Context: an optimization exercise on an open-source flow, tuned for small area. The choices shown serve that exercise and are no tape-out recipe. RTL that was checked went through simulation tests only; none was proved equivalent to the original. Only the layout flow was run in runs 2 to 4; the RTL was not checked for function there. No run shown here takes its clock network from TritonCTS; it comes from the design's own scripts or RTL. No driver is modelled on the clock port, so clock power and skew are understated where the tree is cut down; a real chip needs a root buffer or a tree. Power figures rest on the tool's default switching activity, not on a simulated workload.

==> constraint.sdc <==
create_clock -name core_clock -period 10.0 [get_ports {clk}]
set_input_delay 2.0000 -clock core_clock [delete_from_list [all_inputs] [get_ports {clk}]]
set_output_delay 2.0000 -clock core_clock [all_outputs]
set_load 0.01 [all_outputs]
==> design.v <==
module SAM (str, mode, clk, reset, msg, frame);
	input str;
	input mode;
	input clk;
	input reset;
	output [31:0] msg;
	output reg frame;
	reg [2:0] s;
	localparam [2:0] SN = 3'd0;
	localparam [2:0] SK = 3'd1;
	localparam [2:0] S0 = 3'd2;
	localparam [2:0] S1 = 3'd3;
	localparam [2:0] B0 = 3'd6;
	localparam [2:0] B1 = 3'd7;
	reg [5:0] p;
	reg [4:0] z;
	reg [31:0] Ac;
	reg [31:0] Bc;
	wire [2:0] n = z[2:0];
	wire st_n = (s == SN);
	wire st_k = (s == SK);
	wire cfg = mode & (st_n | st_k);
	wire clr = mode & st_n;
	wire shift = mode & st_k;
	wire dec = ~mode & ~(st_n | st_k);
	wire [5:0] ng;
	assign ng[0] = (n == 3'd0);
	assign ng[1] = (n == 3'd1);
	assign ng[2] = (n == 3'd2);
	assign ng[3] = (n == 3'd3);
	assign ng[4] = (n == 3'd4);
	assign ng[5] = ~(ng[0] | ng[1] | ng[2] | ng[3] | ng[4]);
	wire tap = (ng[0] & Ac[0]) | (ng[1] & Ac[1]) | (ng[2] & Ac[3]) |
		(ng[3] & Ac[7]) | (ng[4] & Ac[15]) | (ng[5] & Ac[31]);
	wire [31:0] ac_sh = {Ac[30:16], Ac[15] | ng[4], Ac[14:8], Ac[7] | ng[3],
		Ac[6:4], Ac[3] | ng[2], Ac[2], Ac[1] | ng[1], Ac[0] | ng[0],
		~str & tap};
	wire [31:0] bc_sh = {Bc[30:0], ~str & ~tap};
	wire keep = ~shift & ~clr;
	always @(posedge clk) begin
		Ac <= (ac_sh | {32{~shift}}) & (Ac | {32{~keep}});
		Bc <= (bc_sh & {32{shift}}) | (Bc & {32{keep}});
	end
	wire P = (s == B1);
	wire Q = (s == B0);
	assign msg = ~((~{32{Q}} | Ac) & (~{32{P}} | Bc));
	wire [5:0] need = st_n ? 6'b000011 :
		{ng[5], ng[5] | ng[4], ~(ng[0] | ng[1] | ng[2]), ~(ng[0] | ng[1]), ~ng[0], 1'b1};
	wire last = &(p | ~need);
	wire stop = &p[5:2];
	wire bnd = str & (z != 5'd0);
	wire shortp = (p <= 6'd8);
	wire accept = dec & ~stop & bnd & ~shortp;
	wire ob = ({z, 1'b0} <= p);
	wire p_clr = (cfg & last) | accept;
	wire p_inc = cfg | (dec & ~stop);
	wire z_clr = (cfg & st_k & last) | accept;
	wire z_inc = dec & ~stop & ~str & ~&z;
	wire [5:0] p_next = {p[5:2] + {3'd0, &p[1:0]}, p[1:0] + 2'd1};
	always @(posedge clk) begin
		if (p_clr) p[5:2] <= 4'd0;
		else if (p_inc) p[5:2] <= p_next[5:2];
	end
	always @(posedge clk) begin
		if (z_clr) z <= 5'd0;
		else if (clr) z[2:0] <= {z[1:0], str};
		else if (z_inc) z <= z + 5'd1;
	end
	always @(posedge clk, negedge reset) begin
		if (!reset) begin
			s <= SN;
			p[1:0] <= 2'd0;
			frame <= 1'b0;
		end
		else begin
			if (p_clr) p[1:0] <= 2'd0;
			else if (p_inc) p[1:0] <= p_next[1:0];
			if (cfg & last) s <= st_n ? SK : S0;
			if (accept) begin
				s <= (s == S0) ? S1 : (ob ? B1 : B0);
			end
			if (dec & (stop | bnd)) frame <= accept;
		end
	end
endmodule
==> standard.sh <==
#!/bin/bash
# synth_recipe.tcl (not shown) runs the flow's synth.tcl, then flattens the netlist and writes it again
# the make line also repeats each setting of config.mk as NAME=value (left out here)
make -C /OpenROAD-flow-scripts/flow DESIGN_CONFIG=/design/flow/config.mk WORK_HOME=/design/flow/orfs CLKGATE_MAP_FILE= SYNTH_SCRIPT=/design/flow/synth_recipe.tcl "${@:-finish}"
==> config.mk <==
export PLATFORM = sky130hd
export DESIGN_NAME = SAM
export DESIGN_NICKNAME = SAM
export VERILOG_FILES = /design/flow/design.v
export SDC_FILE = /design/flow/constraint.sdc
export NUM_CORES = 4
export LEC_CHECK = 0
export ABC_AREA = 1
export CAP_MARGIN = 20
export CORE_MARGIN = 2
export CORE_UTILIZATION = 70
export GPL_TIMING_DRIVEN = 0
export SLEW_MARGIN = 20
==> flow/run.sh <==
#!/bin/bash
# Standard ORFS layout with these changes:
#  - synthesis uses an area-oriented ABC script (flow/abc_area.script)
#    in place of ORFS's own, and leaves adders to ABC (no half-adder cells);
#    registers are left as the standard synthesis makes them
#  - ports are buffered with buf_1
#  - the clock tree is MANUAL_CTS_N clock buffers placed at the centres of
#    their groups of registers (flow/manual_cts.tcl) in place of TritonCTS
set -euo pipefail
W=$(pwd)
S="$W/scripts_own"
rm -rf "$S"
cp -r "$FLOW_HOME/scripts" "$S"
cp "$W/flow/abc_area.script" "$S/abc_area.script"
cp "$W/flow/manual_cts.tcl" "$S/manual_cts.tcl"
grep -q '^log_cmd clock_tree_synthesis {\*}\$cts_args$' "$S/cts.tcl"
sed -i 's|^log_cmd clock_tree_synthesis {\*}\$cts_args$|source $::env(SCRIPTS_DIR)/manual_cts.tcl\nmanual_cts $::env(MANUAL_CTS_BUF) $::env(MANUAL_CTS_N)\nset_propagated_clock [all_clocks]|' "$S/cts.tcl"
export SCRIPTS_DIR="$S"
export MANUAL_CTS_BUF=sky130_fd_sc_hd__buf_8
export MANUAL_CTS_N=4
ADDER_MAP_FILE= bash standard.sh synth > "$W/synth.log" 2>&1
export BUFFER_PORTS_ARGS="-buffer_cell sky130_fd_sc_hd__buf_1"
bash standard.sh > "$W/layout.log" 2>&1
==> flow/abc_area.script <==
strash
dc2
&get -n
&dch -f
&nf -R 1000
&put
==> flow/manual_cts.tcl <==
# Manual clock buffering: split the clock sinks into nbuf groups by position
# (repeatedly halving the largest group across its longer side) and drive
# each group from its own clock buffer placed at the group's centre.
proc manual_cts { bufcell nbuf } {
  set block [ord::get_db_block]
  set db [ord::get_db]
  set master [$db findMaster $bufcell]
  set bterm [$block findBTerm clk]
  set clknet [$bterm getNet]
  set sinks {}
  foreach it [$clknet getITerms] {
    set inst [$it getInst]
    set bb [$inst getBBox]
    set x [expr {([$bb xMin] + [$bb xMax]) / 2}]
    set y [expr {([$bb yMin] + [$bb yMax]) / 2}]
    lappend sinks [list $it $x $y]
  }
  set groups [list $sinks]
  while { [llength $groups] < $nbuf } {
    # the largest group
    set bi 0
    set bn -1
    set i 0
    foreach g $groups {
      if { [llength $g] > $bn } {
        set bn [llength $g]
        set bi $i
      }
      incr i
    }
    set g [lindex $groups $bi]
    set xs [lsort -integer [lmap e $g {lindex $e 1}]]
    set ys [lsort -integer [lmap e $g {lindex $e 2}]]
    set dx [expr {[lindex $xs end] - [lindex $xs 0]}]
    set dy [expr {[lindex $ys end] - [lindex $ys 0]}]
    set k [expr {$dx >= $dy ? 1 : 2}]
    set s [lsort -integer -index $k $g]
    set h [expr {[llength $s] / 2}]
    set groups [lreplace $groups $bi $bi [lrange $s 0 [expr {$h - 1}]] [lrange $s $h end]]
  }
  set i 0
  foreach g $groups {
    set sx 0
    set sy 0
    foreach e $g {
      set sx [expr {$sx + [lindex $e 1]}]
      set sy [expr {$sy + [lindex $e 2]}]
    }
    set cx [expr {$sx / [llength $g]}]
    set cy [expr {$sy / [llength $g]}]
    set net [odb::dbNet_create $block "clknet_leaf_$i"]
    $net setSigType CLOCK
    set inst [odb::dbInst_create $block $master "clkbuf_leaf_$i"]
    foreach e $g {
      set it [lindex $e 0]
      $it disconnect
      $it connect $net
    }
    [$inst findITerm A] connect $clknet
    [$inst findITerm X] connect $net
    $inst setLocation $cx $cy
    $inst setPlacementStatus PLACED
    puts "manual_cts: $bufcell clkbuf_leaf_$i drives [llength $g] sinks at $cx $cy"
    incr i
  }
}
==> results of run 1 <==
placed cells by master (no fill, tap or decap), types with 2 or more instances in the layout:
cell type and count:
sky130_fd_sc_hd__dfxtp_1 73, sky130_fd_sc_hd__buf_1 36, sky130_fd_sc_hd__o22ai_1 32, sky130_fd_sc_hd__a22o_1 31, sky130_fd_sc_hd__o22a_1 27, sky130_fd_sc_hd__nor2_1 24, sky130_fd_sc_hd__nand2_1 16, sky130_fd_sc_hd__a21oi_1 12
sky130_fd_sc_hd__nor3_1 11, sky130_fd_sc_hd__o21ai_0 6, sky130_fd_sc_hd__dfrtp_1 6, sky130_fd_sc_hd__buf_8 5, sky130_fd_sc_hd__clkinv_1 4, sky130_fd_sc_hd__o32a_1 3, sky130_fd_sc_hd__a21o_1 3, sky130_fd_sc_hd__xnor2_1 3
sky130_fd_sc_hd__maj3_1 3, sky130_fd_sc_hd__nand2b_1 2, sky130_fd_sc_hd__nand2_2 2, sky130_fd_sc_hd__a31oi_1 2, sky130_fd_sc_hd__nand4_1 2, sky130_fd_sc_hd__nor2b_1 2
worst min path at each step:
stage,end,slack [ns]
3_3_place_gp,Bc[0]$_DFF_P_,0.46
5_1_grt,Ac[5]$_DFF_P_,0.52
6_report,Bc[0]$_DFF_P_,0.48
4_1_cts,Bc[0]$_DFF_P_,0.48
2_1_floorplan,Bc[0]$_DFF_P_,0.45
3_5_place_dp,frame$_DFFE_PN0P_,0.47
critical path: stages:
cell and delay [ns]:
sky130_fd_sc_hd__buf_1 0.14, sky130_fd_sc_hd__and2_2 0.65, sky130_fd_sc_hd__nand2_2 0.57, sky130_fd_sc_hd__nor3_1 0.46, sky130_fd_sc_hd__or2_0 0.34, sky130_fd_sc_hd__a21oi_1 0.08
Yosys cell counts (all sizes together):
cell,number,area share (%)
xnor2,3,0.90
dfxtp,73,50
nand4,2,0.43
a32o,1,0.34
nor2,24,3.1
a21o,3,0.77
nor3,11,1.9
o21ai,6,1.0
or2,1,0.21
a21oi,12,2.1
and2,2,0.43
o31a,1,0.30
a32oi,1,0.30
a311oi,1,0.30
o22ai,32,6.9
nor2b,2,0.43
nand3b,1,0.26
o31ai,1,0.26
and3,2,0.43
nand2b,2,0.43
xor2,1,0.30
o22a,27,8.1
mux2,1,0.39
o221ai,1,0.30
or3,1,0.21
a22o,31,9.3
nand3,1,0.17
dfrtp,6,5.1
nand2,18,2.3
a31oi,2,0.43
clkinv,4,0.51
maj3,3,1.0
o32a,3,1.0
layout make-up:
class	count	area share, %
Buffer	4	1.87
Inverter	4	0.469
Multi-Input combinational cell	197	40.7
Sequential cell	79	50.3
Tap cell	50	1.95
Timing Repair Buffer	37	4.69
logic make-up after synthesis:
group | Yosys count | share of synthesized area (%)
xor gates and xnor gates | 4 | 1.20
buffers and inverters | 4 | 0.514
muxes | 1 | 0.386
adders and majority gates | 3 | 1.03
AOI/OAI and AO/OA | 122 | 31.4
and+or+nand+nor | 67 | 10.3
DFF | 79 | 55.2
routing by layer:
layer | vias to the layer above | GRT usage (%) | share of wire [%]
met4 | 0 | 5.75 | 0.64
met2 | 93 | 49.2 | 50
li1 | 1195 | - | -
met3 | 6 | 3.73 | 5.8
met5 | - | 0 | 0
met1 | 1180 | 37.4 | 43
registers in the layout (all words and copies together) (netlist names):
register and cells:
Bc 32, frame 1, s 3, p 6, Ac 32, z 5
per-stage QoR:
step,hold slack [ns],total power [uW],cell area (um2),instances
2_1_floorplan,0.447,679,2920,280
3_3_place_gp,0.461,795,3120,366
3_5_place_dp,0.467,815,3140,367
4_1_cts,0.482,932,3200,371
5_1_grt,0.516,995,3200,371
6_report,0.484,936,3200,371
power by group through the flow:
stage	Clock, uW	Sequential (uW)	Combinational, uW
finish	122	420	394
global route	133	427	435
CTS	122	418	392
detailed placement	0	425	390
global placement	0	421	374
floorplan	0	408	271
==> impl_metrics.json, run 1 <==
{
  "sequential_cell_area_um2": 1610,
  "dieWidth_um": 68.6,
  "grt_pass1_vias": 2203,
  "holdCritPathClass": "reg2reg",
  "internal-power_uw": 559,
  "synth_area_per_cell_um2": 10.4,
  "postSynthRegisterBits": 79,
  "drv_slew": 0,
  "top_level_ports": 37,
  "buffer_ports.inserted": 36,
  "hold_path_depth": 2,
  "worst-setup-path-type": "in2reg",
  "dp_worst_setup_slack_ns": 5.29,
  "worst_slew_margin_rel_pct": 47.5,
  "final_layout_size_suffix_gt1_share_pct": 3.12,
  "wl_mm": 6.61,
  "num_rows": 23,
  "tightest_slew_ns": 0.782,
  "setup.reg_to_reg.worst_slack_ns": 7.00,
  "share_seq_of_total_power_pct": 44.9,
  "synth_cells": 280,
  "gp_congestion": 0.892,
  "first_pass_grt_wire_length_mm": 10.2,
  "core-area_um2": 4000,
  "reg2reg_launch_point": "s[2]$_DFFE_PN0P_",
  "fin_crit_sh_pct": 42.5,
  "mappedNetlistArea_um2": 2920,
  "hpwlAfterDp_mm": 4.29,
  "grt_antenna_before_repair": 0,
  "cp.arrival_ns": 4.26,
  "vias_per_cell": 6.67,
  "worstHoldStart": "Bc[0]$_DFF_P_",
  "grt_start_max_net_pins": 37,
  "maxCapViolations": 0,
  "ant_nets": 0,
  "synthesis_to_layout_area_growth_pct": 9.77,
  "insertion_delay_ns": 0.14,
  "grt_use_total_pct": 28.1,
  "route.vias.total": 2474,
  "floorplan.initialDensity_pct": 73.0,
  "worst_clock_skew_ns": 0.0110,
  "multiInputGateArea_um2": 1310,
  "finalWorstPathRequiredPeriod_ns": 4.25,
  "clock_transition_time_at_the_flip_flop_clock_pins_of_the_worst_setup_and_hold_paths_ns": 0.10,
  "leakagePower_uw": 0.00115,
  "outcome": "timing/DRC/antenna clean",
  "comb_power_share_pct": 42.1,
  "setup_slack_ns": 5.75,
  "maxClockFrequency_ghz": 0.235,
  "critical_path.endpoint": "z[2]$_SDFFE_PP0P_",
  "synthDistinctLibCells": 33,
  "rsz_0062_raised_after_global_routing": "no",
  "number_of_cells_on_the_worst_reg_to_reg_path": 6,
  "cts.repair_timing.setup_buffer_count": 0,
  "synthesis.yosys.warnings": 1,
  "r2r_endpoint": "z[2]$_SDFFE_PP0P_",
  "clock_power_share_pct": 13.1,
  "final_hold_viol_count": 0,
  "cts-resized-gates": 0,
  "setup-tns-final_ns": 0,
  "global_route.overflow_total": 0,
  "mappedNetlistNets": 284,
  "end_kind": "flop",
  "final_nets": 327,
  "switching_power_uw": 377,
  "utilization_after_layout_pct": 80.1,
  "worstSetupStartpointType": "primary input",
  "cts.hold.buffers_added": 0,
  "remaining_drc_errors": 0,
  "finish_stage_setup_viols": 0,
  "die_height_um": 68.6,
  "power_density_nw_per_um2": 292,
  "required_ns": 10.01,
  "ir_worst_vdd_uv": 183,
  "drt_pass1_iterations": 4,
  "synth_seq_area_share_pct": 55.2,
  "drt_iter0_markers": 154,
  "diodes": 0,
  "crit_path_max_fanout": 36,
  "fill_cells": 292,
  "critical_path.startpoint": "mode",
  "die_area_um2": 4700,
  "drt_wl_cell_um": 17.8,
  "netSwitchingFraction_pct": 40.3
}
==> inputs of run 2 (changes only) <==
--- a/design.v
+++ b/design.v
@@ -20,7 +20,7 @@
 	wire st_n = (s == SN);
 	wire st_k = (s == SK);
-	wire cfg = mode & (st_n | st_k);
-	wire clr = mode & st_n;
-	wire shift = mode & st_k;
+	wire cfg = (mode & st_n) | st_k;
+	wire clr = st_n;
+	wire shift = st_k;
 	wire dec = ~mode & ~(st_n | st_k);
 	wire [5:0] ng;
@@ -56,5 +56,5 @@
 	wire p_inc = cfg | (dec & ~stop);
 	wire z_clr = (cfg & st_k & last) | accept;
-	wire z_inc = dec & ~stop & ~str & ~&z;
+	wire z_inc = dec & ~str & ~&z;
 	wire [5:0] p_next = {p[5:2] + {3'd0, &p[1:0]}, p[1:0] + 2'd1};
 	always @(posedge clk) begin
@@ -64,5 +64,5 @@
 	always @(posedge clk) begin
 		if (z_clr) z <= 5'd0;
-		else if (clr) z[2:0] <= {z[1:0], str};
+		else if (mode & st_n) z[2:0] <= {z[1:0], str};
 		else if (z_inc) z <= z + 5'd1;
 	end
==> impl_metrics.json, run 2 <==
{
  "tightest_slew_ns": 0.733,
  "ant_nets": 0,
  "drt_pass1_iterations": 4,
  "postSynthRegisterBits": 79,
  "leakagePower_uw": 0.00115,
  "finish_stage_setup_viols": 0,
  "holdCritPathClass": "reg2reg",
  "die_area_um2": 4680,
  "worst-setup-path-type": "reg2out",
  "global_route.overflow_total": 0,
  "synthesis.yosys.warnings": 1,
  "cts.repair_timing.setup_buffer_count": 0,
  "final_hold_viol_count": 0,
  "clock_transition_time_at_the_flip_flop_clock_pins_of_the_worst_setup_and_hold_paths_ns": 0.10,
  "synth_top_area_share_pct": 50.3,
  "die_height_um": 68.4,
  "end_kind": "output port",
  "top_level_ports": 37,
  "r2r_endpoint": "p[4]$_SDFFE_PP0P_",
  "synthTopCellsByCount": "73 x sky130_fd_sc_hd__dfxtp_1, 32 x sky130_fd_sc_hd__o22ai_1, 31 x sky130_fd_sc_hd__a22o_1, 27 x sky130_fd_sc_hd__o22a_1, 22 x sky130_fd_sc_hd__nor2_1",
  "detailed_place.area_um2": 3130,
  "outcome": "timing/DRC/antenna clean",
  "critical_path.endpoint": "msg[1]",
  "diodes": 0,
  "drt_iter0_markers": 139,
  "cts-resized-gates": 0,
  "synth.largest_area_cell": "sky130_fd_sc_hd__dfxtp_1",
  "maxCapViolations": 0,
  "required_ns": 8.00,
  "worstSetupStartpointType": "flop",
  "final_design_area_no_fill_um2": 3210,
  "ir_worst_vdd_uv": 157,
  "worst_slew_margin_rel_pct": 51.0,
  "synth_top_flop_cell": "sky130_fd_sc_hd__dfxtp_1",
  "grt_start_max_net_pins": 35,
  "number_of_cells_on_the_worst_reg_to_reg_path": 8,
  "cp.arrival_ns": 1.96,
  "synthesis_to_layout_area_growth_pct": 10.4,
  "most_common_library_cell_in_the_layout_ignoring_fill_and_taps": "sky130_fd_sc_hd__dfxtp_1",
  "synth-edff-count": 0,
  "first_pass_grt_wire_length_mm": 9.54,
  "maxClockFrequency_ghz": 0.253,
  "final_nets": 321,
  "final_layout_size_suffix_gt1_share_pct": 3.17,
  "core-area_um2": 4000,
  "mappedNetlistNets": 277,
  "setup-tns-final_ns": 0,
  "yosys-top-cells-area": "sky130_fd_sc_hd__dfxtp_1 50%, sky130_fd_sc_hd__a22o_1 9.3%, sky130_fd_sc_hd__o22a_1 8.1%",
  "rsz_0062_raised_after_global_routing": "no",
  "synth_area_per_cell_um2": 10.6,
  "worst_clock_skew_ns": 0.00565,
  "synth_async_sr_flop_share_pct": 7.59,
  "crit_path_max_fanout": 17,
  "mappedNetlistArea_um2": 2910,
  "dieWidth_um": 68.4,
  "route.vias.total": 2365,
  "synth_seq_area_share_pct": 55.5,
  "synthDistinctLibCells": 32,
  "remaining_drc_errors": 0,
  "hpwlAfterDp_mm": 3.97,
  "power_density_nw_per_um2": 254,
  "floorplan.initialDensity_pct": 72.6,
  "mostFrequentLayoutCells": "73 x sky130_fd_sc_hd__dfxtp_1, 36 x sky130_fd_sc_hd__buf_1, 32 x sky130_fd_sc_hd__o22ai_1",
  "top_regs": "Ac x32, Bc x32, p x6",
  "grt_pass1_vias": 2133,
  "synthMostInstantiatedCell": "sky130_fd_sc_hd__dfxtp_1",
  "finalWorstPathRequiredPeriod_ns": 3.96,
  "cts.hold.buffers_added": 0,
  "fin_crit_sh_pct": 39.6,
  "wl_mm": 6.00,
  "gp_congestion": 0.880,
  "setup.reg_to_reg.worst_slack_ns": 7.03,
  "grt_antenna_before_repair": 0,
  "vias_per_cell": 6.48,
  "drt_wl_cell_um": 16.4,
  "num_rows": 23,
  "insertion_delay_ns": 0.13,
  "power_uw": 813,
  "grt_use_total_pct": 25.7,
  "reg2reg_launch_point": "s[2]$_DFFE_PN0P_",
  "drv_slew": 0,
  "critical_path.startpoint": "s[0]$_DFFE_PN0P_",
  "buffer_ports.inserted": 36,
  "synth_cells": 273
}
[run 2: kinds of logic after synthesis]
logic type / synth area share (%)
AOI/OAI and AO/OA: 31.1
xor gates and xnor gates: 0.905
adders and majority gates: 1.38
buffers and inverters: 0.646
DFF: 55.5
and+or+nand+nor: 10.6
[run 2: cell type report]
class	count	area, um2
Fill cell	281	793
Multi-Input combinational cell	189	1290
Timing Repair Buffer	38	165
Tap cell	50	62.6
Inverter	5	18.8
Buffer	4	60.1
Sequential cell	79	1610
[run 2: metal layers]
layer	global-route usage [%]	vias to the layer above	wire, um
met2	46.9	60	2930
met3	1.32	7	246
met5	0	-	0
li1	-	1170	-
met1	34.0	1128	2730
met4	4.25	0	95
[run 2: report_power, final]
group	internal, uW	switching (uW)
Combinational	123	194
Clock	45.9	73.5
Sequential	338	38.4
Total	507	306
[run 2: worst min-delay path by stage]
stage                   from       endpoint  slack, ns  depth (start not counted)
2_1_floorplan  Bc[0]$_DFF_P_  Bc[0]$_DFF_P_       0.45                          2
3_3_place_gp   Bc[0]$_DFF_P_  Bc[0]$_DFF_P_       0.46                          2
3_5_place_dp   Bc[0]$_DFF_P_  Bc[0]$_DFF_P_       0.46                          2
4_1_cts        Bc[0]$_DFF_P_  Bc[0]$_DFF_P_       0.48                          2
5_1_grt        Bc[0]$_DFF_P_  Bc[0]$_DFF_P_       0.51                          2
6_report       Bc[0]$_DFF_P_  Bc[0]$_DFF_P_       0.47                          2
[run 2: stage by stage]
stage,setup WS [ns],hold slack (ns),utilization [%],std cells
3_5_place_dp,6.23,0.462,78.3,360
5_1_grt,5.94,0.506,80.2,365
6_report,6.04,0.473,80.2,365
4_1_cts,6.05,0.476,79.8,364
3_3_place_gp,5.36,0.460,77.6,359
2_1_floorplan,6.46,0.447,-,273
[run 2: critical path, stage by stage (launching register included)]
cell	delay, ns
sky130_fd_sc_hd__dfrtp_1	0.46
sky130_fd_sc_hd__nand3b_1	0.61
sky130_fd_sc_hd__buf_8	0.37
sky130_fd_sc_hd__o22ai_1	0.20
sky130_fd_sc_hd__buf_1	0.18
==> inputs of run 3 (changes only) <==
--- a/design.v
+++ b/design.v
@@ -20,7 +20,7 @@
 	wire st_n = (s == SN);
 	wire st_k = (s == SK);
-	wire cfg = (mode & st_n) | st_k;
-	wire clr = st_n;
-	wire shift = st_k;
+	wire cfg = mode & (st_n | st_k);
+	wire clr = mode & st_n;
+	wire shift = mode & st_k;
 	wire dec = ~mode & ~(st_n | st_k);
 	wire [5:0] ng;
@@ -45,7 +45,12 @@
 	wire Q = (s == B0);
 	assign msg = ~((~{32{Q}} | Ac) & (~{32{P}} | Bc));
-	wire [5:0] need = st_n ? 6'b000011 :
-		{ng[5], ng[5] | ng[4], ~(ng[0] | ng[1] | ng[2]), ~(ng[0] | ng[1]), ~ng[0], 1'b1};
-	wire last = &(p | ~need);
+	wire [6:1] c;
+	assign c[1] = p[0];
+	assign c[2] = c[1] & p[1];
+	assign c[3] = c[2] & p[2];
+	assign c[4] = c[3] & p[3];
+	assign c[5] = c[4] & p[4];
+	assign c[6] = c[5] & p[5];
+	wire last = st_n ? c[2] : |(ng & c[6:1]);
 	wire stop = &p[5:2];
 	wire bnd = str & (z != 5'd0);
@@ -56,6 +61,6 @@
 	wire p_inc = cfg | (dec & ~stop);
 	wire z_clr = (cfg & st_k & last) | accept;
-	wire z_inc = dec & ~str & ~&z;
-	wire [5:0] p_next = {p[5:2] + {3'd0, &p[1:0]}, p[1:0] + 2'd1};
+	wire z_inc = dec & ~stop & ~str & ~&z;
+	wire [5:0] p_next = p ^ {c[5:1], 1'b1};
 	always @(posedge clk) begin
 		if (p_clr) p[5:2] <= 4'd0;
@@ -64,5 +69,5 @@
 	always @(posedge clk) begin
 		if (z_clr) z <= 5'd0;
-		else if (mode & st_n) z[2:0] <= {z[1:0], str};
+		else if (clr) z[2:0] <= {z[1:0], str};
 		else if (z_inc) z <= z + 5'd1;
 	end
==> impl_metrics.json, run 3 <==
{
  "outcome": "timing/DRC/antenna clean",
  "die_height_um": 68.3,
  "floorplan.initialDensity_pct": 72.4,
  "num_rows": 23,
  "setup_slack_ns": 6.06,
  "wl_met3_um": 280,
  "hpwlAfterDp_mm": 3.99,
  "fill_cells": 296,
  "grt_use_total_pct": 26.9,
  "fin_crit_sh_pct": 39.4,
  "met2WireLength_mm": 2.93,
  "finalWorstPathRequiredPeriod_ns": 3.94,
  "synthesis.yosys.warnings": 1,
  "wl_mm": 6.05,
  "synth_top_area_share_pct": 50.4,
  "cts.repair_timing.setup_buffer_count": 0,
  "mostFrequentLayoutCells": "73 x sky130_fd_sc_hd__dfxtp_1, 36 x sky130_fd_sc_hd__buf_1, 34 x sky130_fd_sc_hd__o22ai_1",
  "holdCritPathClass": "reg2reg",
  "synth_seq_area_share_pct": 55.6,
  "synth_top_flop_cell": "sky130_fd_sc_hd__dfxtp_1",
  "ir_worst_vdd_uv": 179,
  "synth_cells": 273,
  "top_regs": "Ac x32, Bc x32, p x6",
  "required_ns": 8.00,
  "stdcell_count": 365,
  "vias_per_cell": 6.47,
  "tightest_slew_ns": 0.680,
  "ant_nets": 0,
  "crit_path_max_fanout": 18,
  "worst_slew_margin_rel_pct": 54.6,
  "cts-resized-gates": 0,
  "drv_slew": 0,
  "clock_transition_time_at_the_flip_flop_clock_pins_of_the_worst_setup_and_hold_paths_ns": 0.10,
  "most_common_library_cell_in_the_layout_ignoring_fill_and_taps": "sky130_fd_sc_hd__dfxtp_1",
  "gp_congestion": 0.936,
  "synth.largest_area_cell": "sky130_fd_sc_hd__dfxtp_1",
  "top_level_ports": 37,
  "synth-edff-count": 0,
  "maxCapViolations": 0,
  "drt_pass1_iterations": 4,
  "final_layout_size_suffix_gt1_share_pct": 3.17,
  "synth_async_sr_flop_share_pct": 7.59,
  "first_pass_grt_wire_length_mm": 9.88,
  "setup-tns-final_ns": 0,
  "synthMostInstantiatedCell": "sky130_fd_sc_hd__dfxtp_1",
  "die_area_um2": 4670,
  "synthTopCellsByCount": "73 x sky130_fd_sc_hd__dfxtp_1, 34 x sky130_fd_sc_hd__o22ai_1, 31 x sky130_fd_sc_hd__a22o_1, 27 x sky130_fd_sc_hd__o22a_1, 19 x sky130_fd_sc_hd__nor2_1",
  "cts.hold.buffers_added": 0,
  "synthDistinctLibCells": 34,
  "grt_antenna_before_repair": 0,
  "cp.arrival_ns": 1.94,
  "grt_start_max_net_pins": 37,
  "route.vias.total": 2361,
  "power_density_nw_per_um2": 314,
  "diodes": 0,
  "maxClockFrequency_ghz": 0.254,
  "synthesis_to_layout_area_growth_pct": 10.2,
  "rsz_0062_raised_after_global_routing": "no",
  "finish_stage_setup_viols": 0,
  "synth_area_per_cell_um2": 10.6,
  "dp_worst_setup_slack_ns": 5.69,
  "routedLengthMet1_mm": 2.75,
  "dieWidth_um": 68.3,
  "placed_cells_incl_taps": 361,
  "global_route.overflow_total": 0,
  "insertion_delay_ns": 0.13,
  "worst-setup-path-type": "reg2out",
  "drt_iter0_markers": 195,
  "worst_clock_skew_ns": 0.00624,
  "grt_pass1_vias": 2120,
  "remaining_drc_errors": 0,
  "end_kind": "output port",
  "highest_layer": "met4",
  "leakagePower_uw": 0.00112,
  "final_hold_viol_count": 0,
  "final_nets": 321,
  "drt_wl_cell_um": 16.6,
  "yosys-top-cells-area": "sky130_fd_sc_hd__dfxtp_1 50%, sky130_fd_sc_hd__a22o_1 9.4%, sky130_fd_sc_hd__o22a_1 8.2%",
  "mappedNetlistNets": 277,
  "postSynthRegisterBits": 79,
  "mappedNetlistArea_um2": 2900,
  "core-area_um2": 4000,
  "worstSetupStartpointType": "flop",
  "buffer_ports.inserted": 36
}
-- run 3: cell types whose count changed after synthesis, moves of 2 or more --
cell,before,now
sky130_fd_sc_hd__nor2_1,22,19
sky130_fd_sc_hd__nand2_1,9,13
sky130_fd_sc_hd__nand4_1,2,0
sky130_fd_sc_hd__o31a_1,2,0
sky130_fd_sc_hd__a31oi_1,0,3
sky130_fd_sc_hd__or2_0,4,2
sky130_fd_sc_hd__o22ai_1,32,34
sky130_fd_sc_hd__nor3_1,5,10
sky130_fd_sc_hd__nand2b_1,5,1
sky130_fd_sc_hd__maj3_1,4,0
sky130_fd_sc_hd__o21ai_0,7,5
-- run 3: stage by stage --
stage	hold slack (ns)	utilization, %	instance area (um2)	power (uW)
after floorplan	0.446	-	2900	721
after global placement	0.462	77.4	3100	855
after detailed placement	0.473	78.2	3130	886
after CTS	0.487	79.7	3190	1000
after global routing	0.513	79.8	3190	1080
final	0.483	79.8	3190	1000
-- run 3: cell families (layout without fill, tap and decap cells) --
kind of cell | count (synthesis) | in the layout | share of synthesized area, %
compound gates | 126 | 126 | 33.2
xor+xnor | 4 | 4 | 1.21
buf+inv | 6 | 48 | 0.777
flops | 79 | 79 | 55.6
simple gates | 58 | 58 | 9.24
-- run 3: area by class of cell --
type	instances	area (um2)	share of cell area, %
inverter	6	22.5	0.705
timing repair buffer	38	165	5.17
buffer	4	60.1	1.88
tap	50	62.6	1.96
sequential	79	1610	50.5
multi-input combinational	188	1270	39.8
-- run 3: per-layer routing --
metal,up-vias,global-route usage [%]
met4,0,4.50
met3,8,1.64
met1,1108,38.9
met2,59,45.1
li1,1186,-
met5,-,0
-- run 3: final timing paths --
path                                        from                to  slack (ns)  cells after the start
worst min-delay path               Bc[0]$_DFF_P_     Bc[0]$_DFF_P_        0.48                      2
max in group asynchronous                  reset  s[0]$_DFFE_PN0P_        8.05                      1
min in group asynchronous                  reset  p[0]$_DFFE_PN0P_        1.72                      1
worst max register to register  s[1]$_DFFE_PN0P_     Ac[2]$_DFF_P_        7.51                      4
worst max-delay path            s[0]$_DFFE_PN0P_            msg[4]        6.06                      4
worst min register to register     Bc[0]$_DFF_P_     Bc[0]$_DFF_P_        0.48                      2
-- run 3: where the power goes --
part	leakage [uW]	internal (uW)	switching [uW]	total, uW
logic	0.000436	185	277	462
registers	0.000659	361	60.4	421
clock network	0.0000297	45.9	74.5	120
-- run 3: critical path, cell delays in order (launching register included) --
cell	delay, ns
sky130_fd_sc_hd__dfrtp_1	0.49
sky130_fd_sc_hd__nand3b_1	0.59
sky130_fd_sc_hd__buf_8	0.36
sky130_fd_sc_hd__o22ai_1	0.18
sky130_fd_sc_hd__buf_1	0.18
==> inputs of run 4 (changes only) <==
--- a/flow/run.sh
+++ b/flow/run.sh
@@ -1,7 +1,8 @@
 #!/bin/bash
 # Standard ORFS layout with these changes:
-#  - synthesis uses an area-oriented ABC script (flow/abc_area.script)
-#    in place of ORFS's own, and leaves adders to ABC (no half-adder cells);
-#    registers are left as the standard synthesis makes them
+#  - synthesis runs once per area-oriented ABC script flow/abc_*.script
+#    (in place of ORFS's own abc_area.script), with adders left to ABC
+#    (no half-adder cells), and keeps the run whose netlist has the least
+#    cell area; registers are left as the standard synthesis makes them
 #  - ports are buffered with buf_1
 #  - the clock tree is MANUAL_CTS_N clock buffers placed at the centres of
@@ -12,5 +13,4 @@
 rm -rf "$S"
 cp -r "$FLOW_HOME/scripts" "$S"
-cp "$W/flow/abc_area.script" "$S/abc_area.script"
 cp "$W/flow/manual_cts.tcl" "$S/manual_cts.tcl"
 grep -q '^log_cmd clock_tree_synthesis {\*}\$cts_args$' "$S/cts.tcl"
@@ -19,4 +19,22 @@
 export MANUAL_CTS_BUF=sky130_fd_sc_hd__buf_8
 export MANUAL_CTS_N=4
+STAT="$W/orfs/reports/sky130hd/SAM/base/synth_stat.txt"
+best=""
+best_area=""
+for f in "$W"/flow/abc_*.script; do
+  name=$(basename "$f" .script)
+  cp "$f" "$S/abc_area.script"
+  rm -rf "$W/orfs"
+  ADDER_MAP_FILE= bash standard.sh synth > "$W/synth_$name.log" 2>&1
+  area=$(grep "Chip area for module" "$STAT" | awk '{print $NF}')
+  echo "$name $area" >> "$W/synth_areas.txt"
+  if [[ -z "$best" ]] || awk -v a="$area" -v b="$best_area" 'BEGIN { exit !(a < b) }'; then
+    best="$f"
+    best_area="$area"
+  fi
+done
+echo "chosen $(basename "$best") $best_area" >> "$W/synth_areas.txt"
+cp "$best" "$S/abc_area.script"
+rm -rf "$W/orfs"
 ADDER_MAP_FILE= bash standard.sh synth > "$W/synth.log" 2>&1
 export BUFFER_PORTS_ARGS="-buffer_cell sky130_fd_sc_hd__buf_1"
==> flow/abc_s2.script (new file) <==
strash
dc2
&get -n
&dch -f
&nf -R 1000
&put
==> flow/abc_t1.script (new file) <==
strash
dc2
&get -n
&dch -f
&nf -R 1000
&put
mfs2
strash
dc2
&get -n
&dch -f
&nf -R 1000
&put
==> flow/abc_u6.script (new file) <==
strash
dc2
&get -n
&dch
&nf -R 1000
&put
==> flow/abc_u7.script (new file) <==
strash
&get -n
&fraig -x
&put
dc2
&get -n
&dch -f
&nf -R 1000
&put
--- a/config.mk
+++ b/config.mk
@@ -7,7 +7,7 @@
 export LEC_CHECK = 0
 export ABC_AREA = 1
-export CAP_MARGIN = 20
+export CAP_MARGIN = 0
 export CORE_MARGIN = 2
 export CORE_UTILIZATION = 70
 export GPL_TIMING_DRIVEN = 0
-export SLEW_MARGIN = 20
+export SLEW_MARGIN = 0
removed: flow/abc_area.script
==> impl_metrics.json, run 4 <==
{
  "outcome": "timing/DRC/antenna clean",
  "die_area_um2": 4670,
  "synthesis_to_layout_area_growth_pct": 9.85,
  "ant_nets": 0,
  "mostFrequentLayoutCells": "73 x sky130_fd_sc_hd__dfxtp_1, 36 x sky130_fd_sc_hd__buf_1, 33 x sky130_fd_sc_hd__o22ai_1",
  "postSynthRegisterBits": 79,
  "synthTopCellsByCount": "73 x sky130_fd_sc_hd__dfxtp_1, 33 x sky130_fd_sc_hd__o22ai_1, 31 x sky130_fd_sc_hd__a22o_1, 27 x sky130_fd_sc_hd__o22a_1, 14 x sky130_fd_sc_hd__nor2_1",
  "synth.largest_area_cell": "sky130_fd_sc_hd__dfxtp_1",
  "die_height_um": 68.3,
  "top_level_ports": 37,
  "buffer_ports.inserted": 36,
  "ir_worst_vdd_uv": 214,
  "dp_worst_setup_slack_ns": 5.61,
  "grt_antenna_before_repair": 0,
  "cp.arrival_ns": 2.32,
  "synth-edff-count": 0,
  "cts.hold.buffers_added": 0,
  "tightest_slew_ns": 1.32,
  "crit_chain": "nand3_1 > o22ai_1 > buf_1",
  "clock_transition_time_at_the_flip_flop_clock_pins_of_the_worst_setup_and_hold_paths_ns": 0.11,
  "worst-setup-path-type": "reg2out",
  "cts-resized-gates": 0,
  "grt_pass1_vias": 2134,
  "route.vias.total": 2434,
  "core-area_um2": 4000,
  "leakagePower_uw": 0.00111,
  "synth_mux_area_share_pct": 0,
  "required_ns": 8.00,
  "crit_family": "simple AND/OR/NAND/NOR gates",
  "num_rows": 23,
  "worstSetupStartpointType": "flop",
  "first_pass_grt_wire_length_mm": 9.82,
  "worst_slew_margin_rel_pct": 11.9,
  "synthesis.yosys.warnings": 1,
  "synth_async_sr_flop_share_pct": 7.59,
  "setup_slack_ns": 5.68,
  "insertion_delay_ns": 0.14,
  "dieWidth_um": 68.3,
  "stdcell_count": 361,
  "most_common_library_cell_in_the_layout_ignoring_fill_and_taps": "sky130_fd_sc_hd__dfxtp_1",
  "mappedNetlistNets": 274,
  "synth-compound-area-share_pct": 33.0,
  "placed_cells_incl_taps": 357,
  "rsz_0062_raised_after_global_routing": "no",
  "holdCritPathClass": "reg2reg",
  "fin_crit_sh_pct": 43.2,
  "drt_pass1_iterations": 4,
  "vias_per_cell": 6.74,
  "yosys-top-cells-area": "sky130_fd_sc_hd__dfxtp_1 50%, sky130_fd_sc_hd__a22o_1 9.4%, sky130_fd_sc_hd__o22a_1 8.2%",
  "maxClockFrequency_ghz": 0.231,
  "diodes": 0,
  "power_density_nw_per_um2": 299,
  "remaining_drc_errors": 0,
  "mappedNetlistArea_um2": 2900,
  "floorplan.initialDensity_pct": 72.4,
  "synthDistinctLibCells": 35,
  "gp_congestion": 0.844,
  "hpwlAfterDp_mm": 4.04,
  "wl_mm": 6.22,
  "worst_clock_skew_ns": 0.0114,
  "synth_top_flop_cell": "sky130_fd_sc_hd__dfxtp_1",
  "maxCapViolations": 0,
  "critPathBufInv": 1,
  "drt_iter0_markers": 144,
  "detailed_place.area_um2": 3120,
  "drv_slew": 0,
  "setup-tns-final_ns": 0,
  "end_kind": "output port",
  "worst_path_largest_cell_delay_ns": 0.93,
  "timing.hold.ws_ns": 0.483,
  "final_design_area_no_fill_um2": 3180,
  "drt_wl_cell_um": 17.2,
  "global_route.overflow_total": 0,
  "top_regs": "Ac x32, Bc x32, p x6",
  "synth_top_area_share_pct": 50.5,
  "crit_path_max_fanout": 32,
  "final_nets": 317,
  "synth_cells": 270,
  "cts.repair_timing.setup_buffer_count": 0,
  "synthMostInstantiatedCell": "sky130_fd_sc_hd__dfxtp_1",
  "final_layout_size_suffix_gt1_share_pct": 1.61,
  "final_hold_viol_count": 0,
  "grt_start_max_net_pins": 35,
  "post_synth_and_or_nand_nor_area_fraction_pct": 9.03,
  "synth_area_per_cell_um2": 10.7,
  "synth_xor_xnor_area_share_pct": 0.907,
  "finish_stage_setup_viols": 0,
  "synth-adder-area-share_pct": 0.691,
  "grt_use_total_pct": 26.5,
  "largest_family_of_logic_cells_by_synthesized_area": "compound AO/OA/AOI/OAI gates",
  "finalWorstPathRequiredPeriod_ns": 4.32,
  "worst_path_max_delay_cell": "sky130_fd_sc_hd__nand3_1",
  "synth_seq_area_share_pct": 55.6
}
run 4: path summary, 6_finish.rpt:
path,from,slack (ns),endpoint,cells after the start
worst min register to register,Bc[0]$_DFF_P_,0.48,Bc[0]$_DFF_P_,2
worst min-delay path,Bc[0]$_DFF_P_,0.48,Bc[0]$_DFF_P_,2
worst max register to register,s[1]$_DFFE_PN0P_,7.06,Ac[4]$_DFF_P_,5
max in group asynchronous,reset,8.02,s[2]$_DFFE_PN0P_,1
min in group asynchronous,reset,1.72,s[0]$_DFFE_PN0P_,1
worst max-delay path,s[0]$_DFFE_PN0P_,5.68,msg[1],3
run 4: area by class of cell:
class	instances	area (um2)
inverters	6	22.5
fillers	281	818
repair buffers	37	163
multi-input cells	185	1260
well taps	50	62.6
plain buffers	4	60.1
flip-flops and latches	79	1610
run 4: power breakdown:
part | switching, uW | internal, uW | total, uW
combinational | 253 | 161 | 414
sequential | 56.3 | 360 | 416
clock | 75.8 | 45.9 | 122
run 4: cells by family after synthesis:
family                   after synthesis
AND/OR/NAND/NOR                       54
flip-flops                            79
buffers and inverters                  6
XOR/XNOR                               3
adder cells (fa/ha/maj)                2
AO/OA/AOI/OAI                        126
run 4: through the flow:
| step | power (uW) | util [%] |
|---|---|---|
| after detailed placement | 833 | 78.0 |
| after global routing | 1020 | 79.5 |
| after global placement | 819 | 77.4 |
| after floorplan | 694 | - |
| final | 952 | 79.5 |
| after CTS | 952 | 79.5 |
run 4: worst register-to-register path, cell delays in order, from the launching register on:
cell                      delay (ns)
sky130_fd_sc_hd__dfrtp_1        0.45
sky130_fd_sc_hd__nor2_1         0.27
sky130_fd_sc_hd__and2_1         0.63
sky130_fd_sc_hd__buf_16         0.23
sky130_fd_sc_hd__nand2_1        0.64
sky130_fd_sc_hd__o32a_1         0.61
run 4: metal layers:
layer / vias to the layer above / global-route usage, % / routed length (um)
met1: 1181 / 35.9 / 2820
met5: - / 0 / 0
met3: 8 / 1.97 / 279
met2: 65 / 45.5 / 3040
met4: 0 / 7.25 / 74
li1: 1180 / - / -
==> inputs of run 5 (changes only) <==
--- a/design.v
+++ b/design.v
@@ -45,12 +45,7 @@
 	wire Q = (s == B0);
 	assign msg = ~((~{32{Q}} | Ac) & (~{32{P}} | Bc));
-	wire [6:1] c;
-	assign c[1] = p[0];
-	assign c[2] = c[1] & p[1];
-	assign c[3] = c[2] & p[2];
-	assign c[4] = c[3] & p[3];
-	assign c[5] = c[4] & p[4];
-	assign c[6] = c[5] & p[5];
-	wire last = st_n ? c[2] : |(ng & c[6:1]);
+	wire [5:0] need = st_n ? 6'b000011 :
+		{ng[5], ng[5] | ng[4], ~(ng[0] | ng[1] | ng[2]), ~(ng[0] | ng[1]), ~ng[0], 1'b1};
+	wire last = &(p | ~need);
 	wire stop = &p[5:2];
 	wire bnd = str & (z != 5'd0);
@@ -62,5 +57,5 @@
 	wire z_clr = (cfg & st_k & last) | accept;
 	wire z_inc = dec & ~stop & ~str & ~&z;
-	wire [5:0] p_next = p ^ {c[5:1], 1'b1};
+	wire [5:0] p_next = {p[5:2] + {3'd0, &p[1:0]}, p[1:0] + 2'd1};
 	always @(posedge clk) begin
 		if (p_clr) p[5:2] <= 4'd0;
--- a/config.mk
+++ b/config.mk
@@ -7,7 +7,7 @@
 export LEC_CHECK = 0
 export ABC_AREA = 1
-export CAP_MARGIN = 0
+export CAP_MARGIN = 20
 export CORE_MARGIN = 2
 export CORE_UTILIZATION = 70
 export GPL_TIMING_DRIVEN = 0
-export SLEW_MARGIN = 0
+export SLEW_MARGIN = 20
==> impl_metrics.json, run 5 <==
{
  "outcome": "timing/DRC/antenna clean",
  "finalWorstPathRequiredPeriod_ns": 4.30,
  "reg2reg_launch_point": "s[2]$_DFFE_PN0P_",
  "ant_nets": 0,
  "dp_worst_setup_slack_ns": 5.62,
  "gp_congestion": 0.864,
  "worst_slew_margin_rel_pct": 31.3,
  "worst_path_largest_cell_delay_ns": 0.83,
  "finish_stage_setup_viols": 0,
  "grt_start_max_net_pins": 36,
  "setup-tns-final_ns": 0,
  "top_regs": "Ac x32, Bc x32, p x6",
  "core-area_um2": 3970,
  "die_height_um": 68.2,
  "maxClockFrequency_ghz": 0.233,
  "cts.repair_timing.setup_buffer_count": 0,
  "worst_clock_skew_ns": 0.00952,
  "synth_async_sr_flop_share_pct": 7.59,
  "final_nets": 322,
  "grt_antenna_before_repair": 0,
  "yosys-top-cells-area": "sky130_fd_sc_hd__dfxtp_1 51%, sky130_fd_sc_hd__a22o_1 9.4%, sky130_fd_sc_hd__o22a_1 8.2%",
  "postSynthRegisterBits": 79,
  "synthMostInstantiatedCell": "sky130_fd_sc_hd__dfxtp_1",
  "timing.hold.ws_ns": 0.489,
  "synth_top_area_share_pct": 50.6,
  "fill_cells": 269,
  "synth_top_flop_cell": "sky130_fd_sc_hd__dfxtp_1",
  "worst_path_max_delay_cell": "sky130_fd_sc_hd__nand2_1",
  "mostFrequentLayoutCells": "73 x sky130_fd_sc_hd__dfxtp_1, 36 x sky130_fd_sc_hd__buf_1, 34 x sky130_fd_sc_hd__o22ai_1",
  "tightest_slew_ns": 1.03,
  "power_density_nw_per_um2": 293,
  "drt_iter0_markers": 149,
  "vias_per_cell": 6.55,
  "ir_worst_vdd_uv": 230,
  "global_route.overflow_total": 0,
  "final_hold_viol_count": 0,
  "number_of_cells_on_the_worst_reg_to_reg_path": 4,
  "end_kind": "flop",
  "worst-setup-path-type": "in2reg",
  "r2r_endpoint": "Ac[8]$_DFF_P_",
  "mappedNetlistNets": 277,
  "synth-edff-count": 0,
  "die_area_um2": 4650,
  "insertion_delay_ns": 0.13,
  "crit_chain": "buf_1 > and2_1 > nand2_1 > o32a_1",
  "maxCapViolations": 0,
  "route.vias.total": 2397,
  "worstHoldStart": "Bc[0]$_DFF_P_",
  "holdCritPathClass": "reg2reg",
  "clock_transition_time_at_the_flip_flop_clock_pins_of_the_worst_setup_and_hold_paths_ns": 0.10,
  "floorplan.initialDensity_pct": 72.7,
  "synthDistinctLibCells": 36,
  "synthesis_to_layout_area_growth_pct": 10.5,
  "first_pass_grt_wire_length_mm": 9.09,
  "cp.arrival_ns": 4.31,
  "synth_cells": 273,
  "worstSetupStartpointType": "primary input",
  "diodes": 0,
  "cts.hold.buffers_added": 0,
  "hold-path-endpoint": "Bc[0]$_DFF_P_",
  "crit_path_max_fanout": 31,
  "cts-resized-gates": 0,
  "grt_pass1_vias": 2000,
  "rsz_0062_raised_after_global_routing": "no",
  "fin_crit_sh_pct": 43.0,
  "drt_wl_cell_um": 16.2,
  "synth_seq_area_share_pct": 55.8,
  "power_uw": 936,
  "leakagePower_uw": 0.00113,
  "most_common_library_cell_in_the_layout_ignoring_fill_and_taps": "sky130_fd_sc_hd__dfxtp_1",
  "synthTopCellsByCount": "73 x sky130_fd_sc_hd__dfxtp_1, 34 x sky130_fd_sc_hd__o22ai_1, 31 x sky130_fd_sc_hd__a22o_1, 27 x sky130_fd_sc_hd__o22a_1, 18 x sky130_fd_sc_hd__nor2_1",
  "buffer_ports.inserted": 36,
  "setup.reg_to_reg.worst_slack_ns": 7.07,
  "hpwlAfterDp_mm": 3.89,
  "setup_slack_ns": 5.70,
  "dieWidth_um": 68.2,
  "synth.largest_area_cell": "sky130_fd_sc_hd__dfxtp_1",
  "hold_path_depth": 2,
  "synthesis.yosys.warnings": 1,
  "final_layout_size_suffix_gt1_share_pct": 2.85,
  "required_ns": 10.02,
  "remaining_drc_errors": 0,
  "synth_area_per_cell_um2": 10.6,
  "utilization_after_layout_pct": 80.3,
  "top_level_ports": 37,
  "mappedNetlistArea_um2": 2890,
  "num_rows": 23,
  "wl_mm": 5.93,
  "grt_use_total_pct": 24.6,
  "drt_pass1_iterations": 4,
  "drv_slew": 0
}
## run 5: layer usage
metal / vias up / part of all wire [%] / global-route usage [%]
met5: - / 0 / 0
met4: 0 / 1.7 / 6.50
met3: 11 / 6.1 / 2.47
met2: 75 / 48 / 40.5
met1: 1130 / 44 / 34.9
li1: 1181 / - / -
## run 5: report_power, final
part / internal [uW] / switching (uW)
logic: 158 / 241
clock network: 45.9 / 72.9
registers: 360 / 58.5
total: 564 / 372
## run 5: how the worst max path moves through the flow
stage	to	cells past startpoint	from	slack, ns
finish	Ac[8]$_DFF_P_	4	mode	5.70
detailed placement	Ac[4]$_DFF_P_	4	mode	5.62
global route	Ac[8]$_DFF_P_	4	mode	5.49
CTS	Ac[8]$_DFF_P_	4	mode	5.75
floorplan	Ac[1]$_DFF_P_	3	mode	5.74
global placement	Ac[8]$_DFF_P_	4	mode	4.72
## run 5: worst max-delay path: cells and delay by family
| kind | cells | cell delay (ns) |
|---|---|---|
| and+or+nand+nor | 2 | 1.53 |
| AOI/OAI and AO/OA | 1 | 0.59 |
| buffers and inverters | 1 | 0.20 |
## run 5: area by class of cell
cell class,count,area [um2],share of cell area [%]
multi-input combinational,190,1270,39.7
sequential,79,1610,50.5
inverter,4,15.0,0.471
timing repair buffer,39,173,5.41
tap,50,62.6,1.96
buffer,4,60.1,1.88
## run 5: kinds of logic (layout without fill, tap and decap cells)
logic type / after synthesis / after routing / synth area share, %
buffers and inverters: 4 / 47 / 0.520
xor gates and xnor gates: 2 / 2 / 0.607
DFF: 79 / 79 / 55.8
adders and majority gates: 2 / 2 / 0.694
AOI/OAI and AO/OA: 125 / 125 / 32.4
and+or+nand+nor: 61 / 61 / 9.93
## run 5: stage by stage
stage	instances	area [um2]
5_1_grt	366	3190
3_5_place_dp	362	3130
2_1_floorplan	273	2890
4_1_cts	366	3190
3_3_place_gp	359	3080
6_report	366	3190
==> inputs of run 6 (changes only) <==
--- a/config.mk
+++ b/config.mk
@@ -7,7 +7,8 @@
 export LEC_CHECK = 0
 export ABC_AREA = 1
-export CAP_MARGIN = 20
+export CAP_MARGIN = 0
 export CORE_MARGIN = 2
 export CORE_UTILIZATION = 70
 export GPL_TIMING_DRIVEN = 0
-export SLEW_MARGIN = 20
+export PLACE_DENSITY = 0.9
+export SLEW_MARGIN = 0
==> impl_metrics.json, run 6 <==
{
  "fill_cells": 270,
  "cts-resized-gates": 0,
  "worst-setup-path-type": "reg2out",
  "outcome": "timing/DRC/antenna clean",
  "netSwitchingFraction_pct": 39.6,
  "clock_power_share_pct": 13.0,
  "mappedNetlistNets": 277,
  "die_height_um": 68.2,
  "synthDistinctLibCells": 36,
  "insertion_delay_ns": 0.13,
  "cts.hold.buffers_added": 0,
  "worstHoldStart": "Bc[0]$_DFF_P_",
  "grt_start_max_net_pins": 36,
  "dieWidth_um": 68.2,
  "maxCapViolations": 0,
  "grt_pass1_vias": 2126,
  "synth_seq_area_share_pct": 55.8,
  "end_kind": "output port",
  "wl_mm": 5.98,
  "hold_path_depth": 2,
  "buffer_ports.inserted": 36,
  "drt_wl_cell_um": 16.4,
  "sequential_cell_area_um2": 1610,
  "number_of_cells_on_the_worst_reg_to_reg_path": 4,
  "synth_area_per_cell_um2": 10.6,
  "multiInputGateArea_um2": 1260,
  "hpwlAfterDp_mm": 3.90,
  "grt_antenna_before_repair": 0,
  "global_route.overflow_total": 0,
  "setup.reg_to_reg.worst_slack_ns": 7.51,
  "ir_worst_vdd_uv": 210,
  "tightest_slew_ns": 1.27,
  "rsz_0062_raised_after_global_routing": "no",
  "timing.hold.ws_ns": 0.483,
  "synth_top_flop_cell": "sky130_fd_sc_hd__dfxtp_1",
  "hold-path-endpoint": "Bc[0]$_DFF_P_",
  "power_uw": 929,
  "final_layout_size_suffix_gt1_share_pct": 1.59,
  "synth-edff-count": 0,
  "share_seq_of_total_power_pct": 45.2,
  "postSynthRegisterBits": 79,
  "mostFrequentLayoutCells": "73 x sky130_fd_sc_hd__dfxtp_1, 36 x sky130_fd_sc_hd__buf_1, 34 x sky130_fd_sc_hd__o22ai_1",
  "cp.arrival_ns": 2.30,
  "finalWorstPathRequiredPeriod_ns": 4.30,
  "diodes": 0,
  "yosys-top-cells-area": "sky130_fd_sc_hd__dfxtp_1 51%, sky130_fd_sc_hd__a22o_1 9.4%, sky130_fd_sc_hd__o22a_1 8.2%",
  "top_regs": "Ac x32, Bc x32, p x6",
  "worst_clock_skew_ns": 0.00783,
  "floorplan.initialDensity_pct": 72.7,
  "synth_async_sr_flop_share_pct": 7.59,
  "num_rows": 23,
  "internal-power_uw": 561,
  "r2r_endpoint": "Ac[4]$_DFF_P_",
  "synthTopCellsByCount": "73 x sky130_fd_sc_hd__dfxtp_1, 34 x sky130_fd_sc_hd__o22ai_1, 31 x sky130_fd_sc_hd__a22o_1, 27 x sky130_fd_sc_hd__o22a_1, 18 x sky130_fd_sc_hd__nor2_1",
  "holdCritPathClass": "reg2reg",
  "ant_nets": 0,
  "final_nets": 320,
  "switching_power_uw": 368,
  "maxClockFrequency_ghz": 0.233,
  "comb_power_share_pct": 41.9,
  "worst_slew_margin_rel_pct": 14.9,
  "top_level_ports": 37,
  "core-area_um2": 3970,
  "first_pass_grt_wire_length_mm": 9.67,
  "synthMostInstantiatedCell": "sky130_fd_sc_hd__dfxtp_1",
  "grt_use_total_pct": 26.1,
  "gp_congestion": 0.926,
  "synth_top_area_share_pct": 50.6,
  "crit_path_max_fanout": 32,
  "vias_per_cell": 6.57,
  "setup_slack_ns": 5.70,
  "cts.repair_timing.setup_buffer_count": 0,
  "drt_pass1_iterations": 5,
  "mappedNetlistArea_um2": 2890,
  "reg2reg_launch_point": "s[2]$_DFFE_PN0P_",
  "remaining_drc_errors": 0,
  "drv_slew": 0,
  "worstSetupStartpointType": "flop",
  "final_hold_viol_count": 0,
  "power_density_nw_per_um2": 293,
  "route.vias.total": 2392,
  "die_area_um2": 4650,
  "leakagePower_uw": 0.00112,
  "setup-tns-final_ns": 0,
  "fin_crit_sh_pct": 43.0,
  "required_ns": 8.00,
  "clock_transition_time_at_the_flip_flop_clock_pins_of_the_worst_setup_and_hold_paths_ns": 0.10,
  "most_common_library_cell_in_the_layout_ignoring_fill_and_taps": "sky130_fd_sc_hd__dfxtp_1",
  "finish_stage_setup_viols": 0,
  "dp_worst_setup_slack_ns": 5.92,
  "synth_cells": 273,
  "drt_iter0_markers": 174,
  "synth.largest_area_cell": "sky130_fd_sc_hd__dfxtp_1",
  "synthesis_to_layout_area_growth_pct": 9.88,
  "synthesis.yosys.warnings": 1
}
## run 6: cell families after synthesis
logic type / synth area share (%)
simple gates: 9.93
buf+inv: 0.520
flops: 55.8
xor+xnor: 0.607
fa+ha+maj: 0.694
compound gates: 32.4
## run 6: critical path: stages (launching register included)
cell                      delay, ns
sky130_fd_sc_hd__dfrtp_1       0.50
sky130_fd_sc_hd__nand3_1       0.91
sky130_fd_sc_hd__o22ai_1       0.56
sky130_fd_sc_hd__buf_1         0.19
## run 6: cell type report
class,count,area share (%)
timing repair buffer,37,5.13
multi-input combinational,190,39.7
tap,50,1.97
inverter,4,0.473
buffer,4,1.89
sequential,79,50.8
## run 6: worst max-delay path by stage
stage | startpoint | endpoint | slack, ns | cells after the start
final | s[0]$_DFFE_PN0P_ | msg[6] | 5.70 | 3
after global routing | s[0]$_DFFE_PN0P_ | msg[31] | 5.50 | 3
after CTS | s[0]$_DFFE_PN0P_ | msg[6] | 5.75 | 3
after detailed placement | s[0]$_DFFE_PN0P_ | msg[6] | 5.92 | 3
after global placement | mode | Ac[8]$_DFF_P_ | 4.71 | 4
after floorplan | mode | Ac[1]$_DFF_P_ | 5.74 | 3
## run 6: metrics by stage
stage	area [um2]	util, %	cells
global placement	3080	77.7	359
global route	3170	79.9	364
floorplan	2890	-	273
finish	3170	79.9	364
detailed placement	3110	78.4	360
CTS	3170	79.9	364
## run 6: power by group through the flow
stage          Sequential [uW]  Clock [uW]  Combinational, uW
6_report                   420         120                389
5_1_grt                    429         132                433
4_1_cts                    418         123                390
3_5_place_dp               425           0                388
3_3_place_gp               422           0                380
2_1_floorplan              411           0                272
## run 6: routing by layer
metal / GRT usage, % / up-vias / wire length [um]
met5: 0 / - / 0
met4: 3.00 / 0 / 41
met3: 1.32 / 5 / 287
met2: 47.1 / 75 / 2930
met1: 35.6 / 1140 / 2720
li1: - / 1172 / -
==> inputs of run 7 (changes only) <==
--- a/config.mk
+++ b/config.mk
@@ -11,4 +11,3 @@
 export CORE_UTILIZATION = 70
 export GPL_TIMING_DRIVEN = 0
-export PLACE_DENSITY = 0.9
 export SLEW_MARGIN = 0
==> impl_metrics.json, run 7 <==
{
  "synthMostInstantiatedCell": "sky130_fd_sc_hd__dfxtp_1",
  "drv_slew": 0,
  "ir_worst_vdd_uv": 199,
  "synth_top_flop_cell": "sky130_fd_sc_hd__dfxtp_1",
  "mostFrequentLayoutCells": "73 x sky130_fd_sc_hd__dfxtp_1, 36 x sky130_fd_sc_hd__buf_1, 34 x sky130_fd_sc_hd__o22ai_1",
  "synth_top_area_share_pct": 50.6,
  "critPathBufInv": 1,
  "fill_cells": 286,
  "finish_stage_setup_viols": 0,
  "die_height_um": 68.2,
  "timing.hold.ws_ns": 0.492,
  "clock_transition_time_at_the_flip_flop_clock_pins_of_the_worst_setup_and_hold_paths_ns": 0.11,
  "final_layout_size_suffix_gt1_share_pct": 1.59,
  "floorplan.initialDensity_pct": 72.7,
  "final_nets": 320,
  "route.vias.total": 2367,
  "remaining_drc_errors": 0,
  "synth_seq_area_share_pct": 55.8,
  "synth_area_per_cell_um2": 10.6,
  "synth_cells": 273,
  "grt_start_max_net_pins": 36,
  "cp.arrival_ns": 2.24,
  "synth-edff-count": 0,
  "grt_use_total_pct": 24.8,
  "dp_worst_setup_slack_ns": 5.94,
  "grt_antenna_before_repair": 0,
  "vias_per_cell": 6.50,
  "finalWorstPathRequiredPeriod_ns": 4.24,
  "synthDistinctLibCells": 36,
  "die_area_um2": 4650,
  "drt_pass1_iterations": 4,
  "num_rows": 23,
  "core-area_um2": 3970,
  "cts-resized-gates": 0,
  "synth_async_sr_flop_share_pct": 7.59,
  "maxClockFrequency_ghz": 0.236,
  "wl_met3_um": 329,
  "end_kind": "output port",
  "setup_slack_ns": 5.76,
  "most_common_library_cell_in_the_layout_ignoring_fill_and_taps": "sky130_fd_sc_hd__dfxtp_1",
  "power_density_nw_per_um2": 293,
  "crit_path_max_fanout": 32,
  "crit_chain": "nand3b_1 > o22ai_1 > buf_1",
  "dieWidth_um": 68.2,
  "holdCritPathClass": "reg2reg",
  "leakagePower_uw": 0.00112,
  "worst-setup-path-type": "reg2out",
  "tightest_slew_ns": 1.30,
  "synth.largest_area_cell": "sky130_fd_sc_hd__dfxtp_1",
  "cts.hold.buffers_added": 0,
  "yosys-top-cells-area": "sky130_fd_sc_hd__dfxtp_1 51%, sky130_fd_sc_hd__a22o_1 9.4%, sky130_fd_sc_hd__o22a_1 8.2%",
  "worst_path_largest_cell_delay_ns": 0.99,
  "top_level_ports": 37,
  "cts.repair_timing.setup_buffer_count": 0,
  "crit_family": "simple AND/OR/NAND/NOR gates",
  "drt_iter0_markers": 145,
  "first_pass_grt_wire_length_mm": 9.03,
  "mappedNetlistNets": 277,
  "drt_wl_cell_um": 15.8,
  "worst_clock_skew_ns": 0.00912,
  "power_uw": 930,
  "global_route.overflow_total": 0,
  "wl_mm": 5.76,
  "fin_crit_sh_pct": 42.4,
  "setup-tns-final_ns": 0,
  "synthTopCellsByCount": "73 x sky130_fd_sc_hd__dfxtp_1, 34 x sky130_fd_sc_hd__o22ai_1, 31 x sky130_fd_sc_hd__a22o_1, 27 x sky130_fd_sc_hd__o22a_1, 18 x sky130_fd_sc_hd__nor2_1",
  "required_ns": 8.00,
  "grt_pass1_vias": 1964,
  "worst_slew_margin_rel_pct": 13.3,
  "hpwlAfterDp_mm": 3.74,
  "final_hold_viol_count": 0,
  "top_regs": "Ac x32, Bc x32, p x6",
  "mappedNetlistArea_um2": 2890,
  "diodes": 0,
  "synthesis_to_layout_area_growth_pct": 9.88,
  "highest_layer": "met4",
  "met2WireLength_mm": 2.73,
  "synthesis.yosys.warnings": 1,
  "worst_path_max_delay_cell": "sky130_fd_sc_hd__nand3b_1",
  "buffer_ports.inserted": 36,
  "insertion_delay_ns": 0.13,
  "maxCapViolations": 0,
  "ant_nets": 0,
  "gp_congestion": 0.864,
  "postSynthRegisterBits": 79,
  "outcome": "timing/DRC/antenna clean",
  "worstSetupStartpointType": "flop",
  "routedLengthMet1_mm": 2.65,
  "rsz_0062_raised_after_global_routing": "no"
}
[run 7: power breakdown]
| group | leakage (uW) | internal (uW) | switching, uW |
|---|---|---|---|
| combinational | 0.000428 | 155 | 236 |
| clock | 0.0000297 | 45.9 | 75.0 |
| sequential | 0.000659 | 360 | 58.4 |
| total | 0.00112 | 561 | 369 |
[run 7: worst min-delay path, stage by stage (launching register included)]
cell                      delay, ns
sky130_fd_sc_hd__dfxtp_1       0.34
sky130_fd_sc_hd__nand2_1       0.06
sky130_fd_sc_hd__o31ai_1       0.05
[run 7: worst paths after layout]
check	from	to	slack, ns	depth (start not counted)
worst max-delay path	s[0]$_DFFE_PN0P_	msg[7]	5.76	3
worst min-delay path	Bc[0]$_DFF_P_	Bc[0]$_DFF_P_	0.49	2
worst max register to register	s[2]$_DFFE_PN0P_	Ac[8]$_DFF_P_	7.52	4
worst min register to register	Bc[0]$_DFF_P_	Bc[0]$_DFF_P_	0.49	2
max in group asynchronous	reset	p[1]$_DFFE_PN0P_	8.07	1
min in group asynchronous	reset	p[0]$_DFFE_PN0P_	1.71	1
[run 7: cell families after synthesis]
kind of cell               share of synthesized area [%]
AOI/OAI and AO/OA                                   32.4
DFF                                                 55.8
and+or+nand+nor                                     9.93
buffers and inverters                              0.520
xor gates and xnor gates                           0.607
adders and majority gates                          0.694
[run 7: area by class of cell]
type	count	area [um2]	area share, %
well taps	50	62.6	1.97
plain buffers	4	60.1	1.89
repair buffers	37	163	5.13
inverters	4	15.0	0.473
multi-input cells	190	1260	39.7
flip-flops and latches	79	1610	50.8
[run 7: layer usage]
metal  GRT usage (%)  vias up
li1                -     1183
met1            36.1     1116
met2            41.4       61
met3            2.30        7
met4            2.75        0
met5               0        -
[run 7: metrics by stage]
step / util [%] / cells / cell area, um2
finish: 79.9 / 364 / 3170
global route: 79.9 / 364 / 3170
CTS: 79.9 / 364 / 3170
detailed placement: 78.4 / 360 / 3110
global placement: 77.7 / 359 / 3080
floorplan: - / 273 / 2890

==> what the ideal ports hide <==
In the flow no input, the clock included, has a driving cell. The finished layouts below were timed again as built, in two steps.
Step 1 assumes that a clkbuf_16 drives the clock port and a buf_2 every other input.
Step 2 times the ports against the registers' clock, not the clock port: input delays grow and output delays shrink by t, the midpoint of the rising clock arrivals with the driver on.
Three values: ideal, step 1, step 2; two values: the first two.
run	shift t [ns]	setup WS [ns]	worst data-port slew with drivers (ns)
run 1	0.200	5.753 / 5.797 / 5.597	0.03
run 2	0.200	6.041 / 5.968 / 6.168	0.03
run 3	0.201	6.061 / 5.988 / 6.038	0.03
run 4	0.201	5.680 / 5.609 / 5.624	0.03
run 5	0.195	5.704 / 5.752 / 5.557	0.03
run 6	0.200	5.701 / 5.631 / 5.830	0.03
run 7	0.202	5.763 / 5.689 / 5.891	0.03
After both steps every run listed still meets setup and hold. For run 1, which loses most, drivers alone change the setup slack by +0.044 ns; drivers and shift together by -0.156 ns.
